Context: an optimization exercise on an open-source flow, tuned for a short achievable clock period and few clock cycles per item. The choices shown serve that exercise and are no tape-out recipe. Only simulation tests tie the RTL to the original design; equivalence was not proved. Power figures rest on the tool's default switching activity, not on a simulated workload.

**config.mk**
```make
export PLATFORM = sky130hd
export DESIGN_NAME = CPU
export DESIGN_NICKNAME = CPU
export VERILOG_FILES = /design/flow/design.v
export SDC_FILE = /design/flow/constraint.sdc
export NUM_CORES = 4
export LEC_CHECK = 0
export CAP_MARGIN = 20
export CORE_MARGIN = 2
export CORE_UTILIZATION = 20
export PLACE_DENSITY = 0.4
export SETUP_SLACK_MARGIN = 4
export SLEW_MARGIN = 20
```
**constraint.sdc**
```tcl
create_clock -name core_clock -period 14.0 [get_ports {CLK}]
set_input_delay 2.8000 -clock core_clock [delete_from_list [all_inputs] [get_ports {CLK}]]
set_output_delay 2.8000 -clock core_clock [all_outputs]
set_load 0.01 [all_outputs]
```
**design.v**
```verilog
`timescale 1ns/1ps
module CPU(
    input CLK,
    input rst,                           
    output [64 - 1:0] imem_addr,  
    input  [79:0] imem_data,             
    output [64 - 1:0] dmem_addr,
    output [64 - 1:0] dmem_wdata,
    output dmem_we,
    input  [64 - 1:0] dmem_rdata,  
    output halt
);
    reg [63:0] PC;
    reg        halt_r;
    reg        ZF, SF, OF;
    reg [63:0] R0, R1, R2, R3, R4, R5, R6, R7, R8, R9, R10, R11, R12, R13, R14;
    reg        e_valid;
    reg [63:0] e_A, e_B;     
    reg [1:0]  e_fun;
    reg        e_setcc;
    reg        e_cmov;
    reg [3:0]  e_ifun;
    reg [3:0]  e_dstE, e_dstM;
    reg [63:0] e_base, e_disp;  
    reg        e_we;
    reg [63:0] e_wdata;
    reg        e_ret;
    reg [63:0] e_pred;       
    reg [63:0] ras0, ras1, ras2, ras3, ras4, ras5, ras6, ras7;
    reg [2:0]  rsp_i;
    reg [63:0] valE;
    always @(*) begin
        case (e_fun)
            2'b00: valE = e_B + e_A;
            2'b01: valE = e_B - e_A;
            2'b10: valE = e_B & e_A;
            default: valE = e_B | e_A;
        endcase
    end
    wire n_ZF = (valE == 64'd0);
    wire n_SF = valE[63];
    wire n_OF = (e_fun == 2'b00) ? ((e_A[63] == e_B[63]) && (valE[63] != e_B[63])) :
                (e_fun == 2'b01) ? ((e_A[63] != e_B[63]) && (valE[63] != e_B[63])) : 1'b0;
    function cond_eval(input [3:0] fn, input zf, input sf, input of);
        case (fn)
            4'd0: cond_eval = 1'b1;
            4'd1: cond_eval = (sf ^ of) | zf;
            4'd2: cond_eval = sf ^ of;
            4'd3: cond_eval = zf;
            4'd4: cond_eval = ~zf;
            4'd5: cond_eval = ~(sf ^ of);
            4'd6: cond_eval = ~(sf ^ of) & ~zf;
            default: cond_eval = 1'b0;
        endcase
    endfunction
    wire e_cnd = cond_eval(e_ifun, ZF, SF, OF);
    wire e_wE  = e_valid && (e_dstE != 4'b1111) && (!e_cmov || e_cnd);
    wire e_wM  = e_valid && (e_dstM != 4'b1111);
    wire squash = e_valid && e_ret && (dmem_rdata != e_pred);
    assign dmem_addr  = e_base + e_disp;
    assign dmem_wdata = e_wdata;
    assign dmem_we    = e_valid & e_we & ~rst;
    assign halt       = halt_r;
    assign imem_addr  = PC;
    wire c_ZF = (e_valid && e_setcc) ? n_ZF : ZF;
    wire c_SF = (e_valid && e_setcc) ? n_SF : SF;
    wire c_OF = (e_valid && e_setcc) ? n_OF : OF;
    wire [3:0] icode = imem_data[7:4];
    wire [3:0] ifun  = imem_data[3:0];
    wire [3:0] rA    = imem_data[15:12];
    wire [3:0] rB    = imem_data[11:8];
    wire is_halt  = (icode == 4'b0000);
    wire is_nop   = (icode == 4'b0001);
    wire is_rr    = (icode == 4'b0010);
    wire is_ir    = (icode == 4'b0011);
    wire is_rm    = (icode == 4'b0100);
    wire is_mr    = (icode == 4'b0101);
    wire is_op    = (icode == 4'b0110);
    wire is_j     = (icode == 4'b0111);
    wire is_call  = (icode == 4'b1000);
    wire is_ret   = (icode == 4'b1001);
    wire is_push  = (icode == 4'b1010);
    wire is_pop   = (icode == 4'b1011);
    wire [63:0] valC = (is_j || is_call) ? imem_data[71:8] : imem_data[79:16];
    wire [63:0] pc1  = PC + 64'd1;
    wire [63:0] pc2  = PC + 64'd2;
    wire [63:0] pc9  = PC + 64'd9;
    wire [63:0] pc10 = PC + 64'd10;
    wire [63:0] valP = (is_rr || is_op || is_push || is_pop) ? pc2 :
                       (is_j || is_call) ? pc9 :
                       (is_ir || is_rm || is_mr) ? pc10 : pc1;
    wire [3:0] srcA = (is_rr || is_op || is_rm || is_push) ? rA :
                      (is_pop || is_ret) ? 4'b0100 : 4'b1111;
    wire [3:0] srcB = (is_op || is_rm || is_mr) ? rB :
                      (is_push || is_pop || is_call || is_ret) ? 4'b0100 : 4'b1111;
    reg [63:0] rfA, rfB;
    always @(*) begin
        case (srcA)
            4'd0: rfA = R0;   4'd1: rfA = R1;   4'd2: rfA = R2;   4'd3: rfA = R3;
            4'd4: rfA = R4;   4'd5: rfA = R5;   4'd6: rfA = R6;   4'd7: rfA = R7;
            4'd8: rfA = R8;   4'd9: rfA = R9;   4'd10: rfA = R10; 4'd11: rfA = R11;
            4'd12: rfA = R12; 4'd13: rfA = R13; 4'd14: rfA = R14; default: rfA = 64'd0;
        endcase
        case (srcB)
            4'd0: rfB = R0;   4'd1: rfB = R1;   4'd2: rfB = R2;   4'd3: rfB = R3;
            4'd4: rfB = R4;   4'd5: rfB = R5;   4'd6: rfB = R6;   4'd7: rfB = R7;
            4'd8: rfB = R8;   4'd9: rfB = R9;   4'd10: rfB = R10; 4'd11: rfB = R11;
            4'd12: rfB = R12; 4'd13: rfB = R13; 4'd14: rfB = R14; default: rfB = 64'd0;
        endcase
    end
    wire [63:0] valA = (e_wM && srcA == e_dstM) ? dmem_rdata :
                       (e_wE && srcA == e_dstE) ? valE : rfA;
    wire [63:0] valB = (e_wM && srcB == e_dstM) ? dmem_rdata :
                       (e_wE && srcB == e_dstE) ? valE : rfB;
    wire f_cnd = cond_eval(ifun, c_ZF, c_SF, c_OF);
    reg [63:0] ras_top;
    always @(*) begin
        case (rsp_i - 3'd1)
            3'd0: ras_top = ras0; 3'd1: ras_top = ras1; 3'd2: ras_top = ras2; 3'd3: ras_top = ras3;
            3'd4: ras_top = ras4; 3'd5: ras_top = ras5; 3'd6: ras_top = ras6; default: ras_top = ras7;
        endcase
    end
    wire f_go = !halt_r && !squash;
    wire [63:0] next_pc = squash ? dmem_rdata :
                          (halt_r || is_halt) ? PC :
                          (is_call || (is_j && f_cnd)) ? valC :
                          is_ret ? ras_top : valP;
    always @(posedge CLK) begin
        if (rst) begin
            PC <= 64'd0;
            halt_r <= 1'b0;
            e_valid <= 1'b0;
            ZF <= 1'b1; SF <= 1'b0; OF <= 1'b0;
            rsp_i <= 3'd0;
        end else begin
            PC <= next_pc;
            halt_r <= halt_r | (f_go && is_halt);
            e_valid <= f_go && !is_halt;
            if (e_valid && e_setcc) begin
                ZF <= n_ZF; SF <= n_SF; OF <= n_OF;
            end
            if (f_go && is_call) rsp_i <= rsp_i + 3'd1;
            else if (f_go && is_ret) rsp_i <= rsp_i - 3'd1;
        end
    end
    always @(posedge CLK) begin
        if (rst) begin
            ras0 <= 64'd0; ras1 <= 64'd0; ras2 <= 64'd0; ras3 <= 64'd0;
            ras4 <= 64'd0; ras5 <= 64'd0; ras6 <= 64'd0; ras7 <= 64'd0;
        end else if (f_go && is_call) begin
            case (rsp_i)
                3'd0: ras0 <= valP; 3'd1: ras1 <= valP; 3'd2: ras2 <= valP; 3'd3: ras3 <= valP;
                3'd4: ras4 <= valP; 3'd5: ras5 <= valP; 3'd6: ras6 <= valP; default: ras7 <= valP;
            endcase
        end
    end
    always @(posedge CLK) begin
        e_A <= (is_rr || is_op) ? valA :
               (is_ir || is_rm || is_mr) ? valC : 64'd8;
        e_B <= (is_rr || is_ir) ? 64'd0 : valB;
        e_fun <= is_op ? ifun[1:0] : (is_push || is_call) ? 2'b01 : 2'b00;
        e_setcc <= is_op;
        e_cmov <= is_rr;
        e_ifun <= ifun;
        e_dstE <= (is_rr || is_ir || is_op) ? rB :
                  (is_push || is_pop || is_call || is_ret) ? 4'b0100 : 4'b1111;
        e_dstM <= (is_mr || is_pop) ? rA : 4'b1111;
        e_base <= valB;
        e_disp <= (is_rm || is_mr) ? valC :
                  (is_push || is_call) ? 64'hFFFFFFFFFFFFFFF8 : 64'd0;
        e_we <= is_rm || is_push || is_call;
        e_wdata <= is_call ? valP : valA;
        e_ret <= is_ret;
        e_pred <= ras_top;
    end
    always @(posedge CLK) begin
        if (!rst) begin
            if (e_wM && e_dstM == 4'd0) R0 <= dmem_rdata; else if (e_wE && e_dstE == 4'd0) R0 <= valE;
            if (e_wM && e_dstM == 4'd1) R1 <= dmem_rdata; else if (e_wE && e_dstE == 4'd1) R1 <= valE;
            if (e_wM && e_dstM == 4'd2) R2 <= dmem_rdata; else if (e_wE && e_dstE == 4'd2) R2 <= valE;
            if (e_wM && e_dstM == 4'd3) R3 <= dmem_rdata; else if (e_wE && e_dstE == 4'd3) R3 <= valE;
            if (e_wM && e_dstM == 4'd4) R4 <= dmem_rdata; else if (e_wE && e_dstE == 4'd4) R4 <= valE;
            if (e_wM && e_dstM == 4'd5) R5 <= dmem_rdata; else if (e_wE && e_dstE == 4'd5) R5 <= valE;
            if (e_wM && e_dstM == 4'd6) R6 <= dmem_rdata; else if (e_wE && e_dstE == 4'd6) R6 <= valE;
            if (e_wM && e_dstM == 4'd7) R7 <= dmem_rdata; else if (e_wE && e_dstE == 4'd7) R7 <= valE;
            if (e_wM && e_dstM == 4'd8) R8 <= dmem_rdata; else if (e_wE && e_dstE == 4'd8) R8 <= valE;
            if (e_wM && e_dstM == 4'd9) R9 <= dmem_rdata; else if (e_wE && e_dstE == 4'd9) R9 <= valE;
            if (e_wM && e_dstM == 4'd10) R10 <= dmem_rdata; else if (e_wE && e_dstE == 4'd10) R10 <= valE;
            if (e_wM && e_dstM == 4'd11) R11 <= dmem_rdata; else if (e_wE && e_dstE == 4'd11) R11 <= valE;
            if (e_wM && e_dstM == 4'd12) R12 <= dmem_rdata; else if (e_wE && e_dstE == 4'd12) R12 <= valE;
            if (e_wM && e_dstM == 4'd13) R13 <= dmem_rdata; else if (e_wE && e_dstE == 4'd13) R13 <= valE;
            if (e_wM && e_dstM == 4'd14) R14 <= dmem_rdata; else if (e_wE && e_dstE == 4'd14) R14 <= valE;
        end
    end
endmodule
```
**run.sh**
```bash
#!/bin/bash
# synth_recipe.tcl (not shown) runs the flow's synth.tcl, then flattens the netlist and writes it again
# the make line also repeats each setting of config.mk as NAME=value (left out here)
make -C /OpenROAD-flow-scripts/flow DESIGN_CONFIG=/design/flow/config.mk WORK_HOME=/design/flow/orfs CLKGATE_MAP_FILE= SYNTH_SCRIPT=/design/flow/synth_recipe.tcl finish
```
==> metrics.md <==
| Metric | Value |
|---|---|
| Slowest CP cell | or4b_2 |
| CP peak stage delay | 0.67 ns |
| Initial antenna violation count | 97 |
| Hold slack final | between 0.4 and 0.5 ns |
| Worst-Margin Slew | about 1.3 ns |
| Share of post-route cells with drive strength above 1 | ~10% |
| Reg2Reg Setup Slack | roughly 4.3 ns |
| Post-Syn Nets | around 12000 |
| Total Neg Setup Slack | 0 ns |
| Reg2Reg Depth | 29 |
| Starting density of the core | 20.0% |
| Root buf cell | clkbuf_16 |
| Hold Violations, Final | 0 |
| Remaining Overflow, GRT | 0 |
| First-iteration detailed-routing DRC count | approximately 17000 |
| Max Slew Vio Count | 0 |
| Seq/Total Area, Yosys | a little under half |
| Final wirelength | around 640000 um |
| # H-tree levels | 4 |
| Tot GR Track Use | a little under a quarter |
| DR pass1 iterations | 13 |
| Synth Warn # | 1 |
| Final period util | between 60% and 70% |
| CTS Buf Count | roughly 230 |
| HP Class | reg -> reg |
| Async set or reset register ratio after synthesis | 0% |
| Die Area | 519000 um^2 |
| Most frequent cells in the layout | nor2_1 (1717), a21oi_1 (1172), dfxtp_1 (984) |
| Worst Hold Depth | 2 |
| Via/cell ratio | approximately 5.5 |
| DRC | 0 |
| Maxcap violations | 0 |
| Number of routed nets with antenna violations | 0 |
| CP required | between 10 and 15 ns |
| CTS tree | done |
| Crit path kind | reg -> reg |
| Clock period minus worst slack | a little under 10 ns |
| Clock Skew | 0.141 ns |
| Critical path arrival | ~11 ns |
| P_leak | 40.7 nW |
| Main synth FF type | dfxtp_1 |
| Status | no timing/DRC/antenna violations |
| Commonest non-fill, non-tap cell in the layout | nor2_1 |
| Seq cells post-synth | 1946 |
| Most used cell, CP | nand2_1 |
| Fmax | between 100 and 150 MHz |
| Placer congestion estimate | a little under 1 |
| Distinct cell type count after synthesis | ~110 |
| Post-Synthesis Cell Area | between 100000 and 150000 um^2 |
| Nets | 11590 |
| Area grow syn2layout | 19.4% |
| Worst-Skew Late Latency | around 1 ns |
| Crit path max fanout | between 50 and 60 |
| CP endpoint kind | flop |
| HPWL after detailed placement | approximately 430000 um |
| RSZ-0062 raised after global routing | no |
| Vias in the first global route | about 93000 |
| First-pass GRT wire length | 855000 um |
| CTS sink count | slightly below 2000 |
| FILL cells | between 50000 and 60000 |
| Pin count of the biggest net entering global routing | roughly 190 |
| CTS clk-pin slew, worst paths | roughly 0.06 ns |
| Die X | 720 um |
| Post-CTS Hold Fix Bufs | 0 |
| Critical Path Start Type | flop |
| Post-synth EDFFs | 960 |
| Worst slew margin | between 10 and 15% |
| Peak supply drop | 0.129 mV |
| Row count | approximately 260 |
| Syn_area_per_cell | 8.97 um^2 |
| Die Ht | ~700 um |
| Gate Count Post-Synth | between 10000 and 15000 |
| Via Count | ~100k |
| Pwr/cell area | between 100 and 150 nW/um^2 |
| I/O Buffers | 339 |
| Clock buffer depth | 4 |
| Core area | about 510000 um^2 |
| Number of I/O pins | between 300 and 400 |
| Final setup fails | 0 |
| Routed wire per std cell | between 30 and 40 um |
cell families after synthesis:
| group | synth area share [%] |
|---|---|
| multiplexers | 2.42 |
| flip-flops | 47.3 |
| buffers and inverters | 4.54 |
| XOR/XNOR | 2.38 |
| AND/OR/NAND/NOR | 14.6 |
| AO/OA/AOI/OAI | 26.6 |
| adder cells (fa/ha/maj) | 2.16 |
through the flow:
stage / power (W) / instance area, um^2 / setup slack (ns) / instances / utilization, %
detailed placement: 0.0108 / 115000 / 4.23 / 17820 / 22.4
finish: 0.0171 / 122000 / 4.32 / 18288 / 23.9
global placement: 0.0107 / 115000 / 4.20 / 17817 / 22.4
floorplan: 0.00871 / 103000 / 6.85 / 11439 / -
CTS: 0.0171 / 122000 / 4.21 / 18250 / 23.9
global route: 0.0176 / 122000 / 4.08 / 18260 / 23.9
cell usage after synthesis (36+ instances only):
cell,n,area share [%]
nor3_1,94,0.46
nand2_1,903,3.3
edfxtp_1,960,28
ha_1,142,1.7
o31ai_1,49,0.36
and2_1,40,0.24
mux2i_1,91,0.89
a221oi_1,126,1.1
xor2_1,99,0.85
nor2_1,1764,6.5
a21oi_1,1180,5.8
inv_1,88,0.32
and3_1,61,0.37
o221ai_1,44,0.38
a31oi_1,125,0.76
maj3_1,40,0.39
a211oi_1,505,3.7
a22oi_1,630,4.6
a21o_1,135,0.99
buf_1,71,0.26
xnor2_1,178,1.5
mux2_2,137,1.5
o21bai_1,56,0.41
o21a_1,51,0.37
o21ai_0,624,3.0
clkbuf_1,1032,3.8
dfxtp_1,986,19
a222oi_1,205,2.0
nand4_1,209,1.3
or3_1,45,0.27
nor2b_1,36,0.22
a22o_1,153,1.3
nand3_1,189,0.92
layout make-up:
class	instances	area, um^2	share of cell area, %
Tap cell	6757	8450	6.90
Sequential cell	1946	48600	39.7
Inverter	91	342	0.279
Clock inverter	111	1220	0.995
Multi-Input combinational cell	8268	50600	41.3
Timing Repair Buffer	759	6740	5.50
Clock buffer	319	6480	5.29
Antenna cell	37	92.6	0.0756
critical path: cells and delay by family, from the launching register on:
kind            cells  cell delay (ns)
xor+xnor            1             0.17
simple gates       18             5.14
fa+ha+maj           1             0.41
flops               1             0.34
compound gates      6             2.27
mux                 1             0.15
buf+inv             2             0.93
worst paths after layout:
kind	startpoint	endpoint
worst max register to register	e_A[5]$_DFF_P_	PC[4]$_SDFFE_PP0P_
worst max-delay path	e_A[5]$_DFF_P_	PC[4]$_SDFFE_PP0P_
worst min register to register	ras1[18]$_SDFFE_PP0P_	ras1[18]$_SDFFE_PP0P_
worst min-delay path	ras1[18]$_SDFFE_PP0P_	ras1[18]$_SDFFE_PP0P_
power breakdown:
group,total [W],internal [W],leakage (nW),switching [W]
clock,0.00638,0.00359,3.74,0.00279
combinational,0.00408,0.00123,20.2,0.00285
sequential,0.00669,0.00646,16.8,0.000227
timing repair:
item                                   4_1_cts  5_1_grt
setup endpoints to repair                    0       55
endpoints found under the hold margin        0        0
resized for setup                            0        7
setup buffers                                0        0
per-layer routing:
layer  vias up  global-route usage [%]  wire length, um
met4        30                    15.3            50000
met3      1394                    4.33            62500
met5         -                       0              193
met2      6571                    34.9           269000
met1     49941                    31.7           262000
li1      42535                       -                -
Testbench counts, summed over its fixed seeds: cycles 22,312, insns 22,184.

-- static timing again, ports no longer ideal --
The flow's constraints put no driver on any port. The routed layout listed below was extracted and timed again, unchanged, in two steps. Step 1, drivers: a clkbuf_16 drives CLK and a buf_2 each remaining input, both assumed. Step 2 moves the port delays by t, midway between the first and last clock arrival at a register: inputs arrive t later, outputs are due t later. That takes back most of the time a late clock gives input paths. Three values: ideal, step 1, step 2; two values: the first two.
t (ns): 1.094
setup slack, ns: 4.319 / 4.319 / 4.319
pins driven straight from the clock port: 1
After both steps this run still meets setup and hold. For this run, drivers alone change the setup slack by 0.000 ns; drivers and shift together by 0.000 ns.
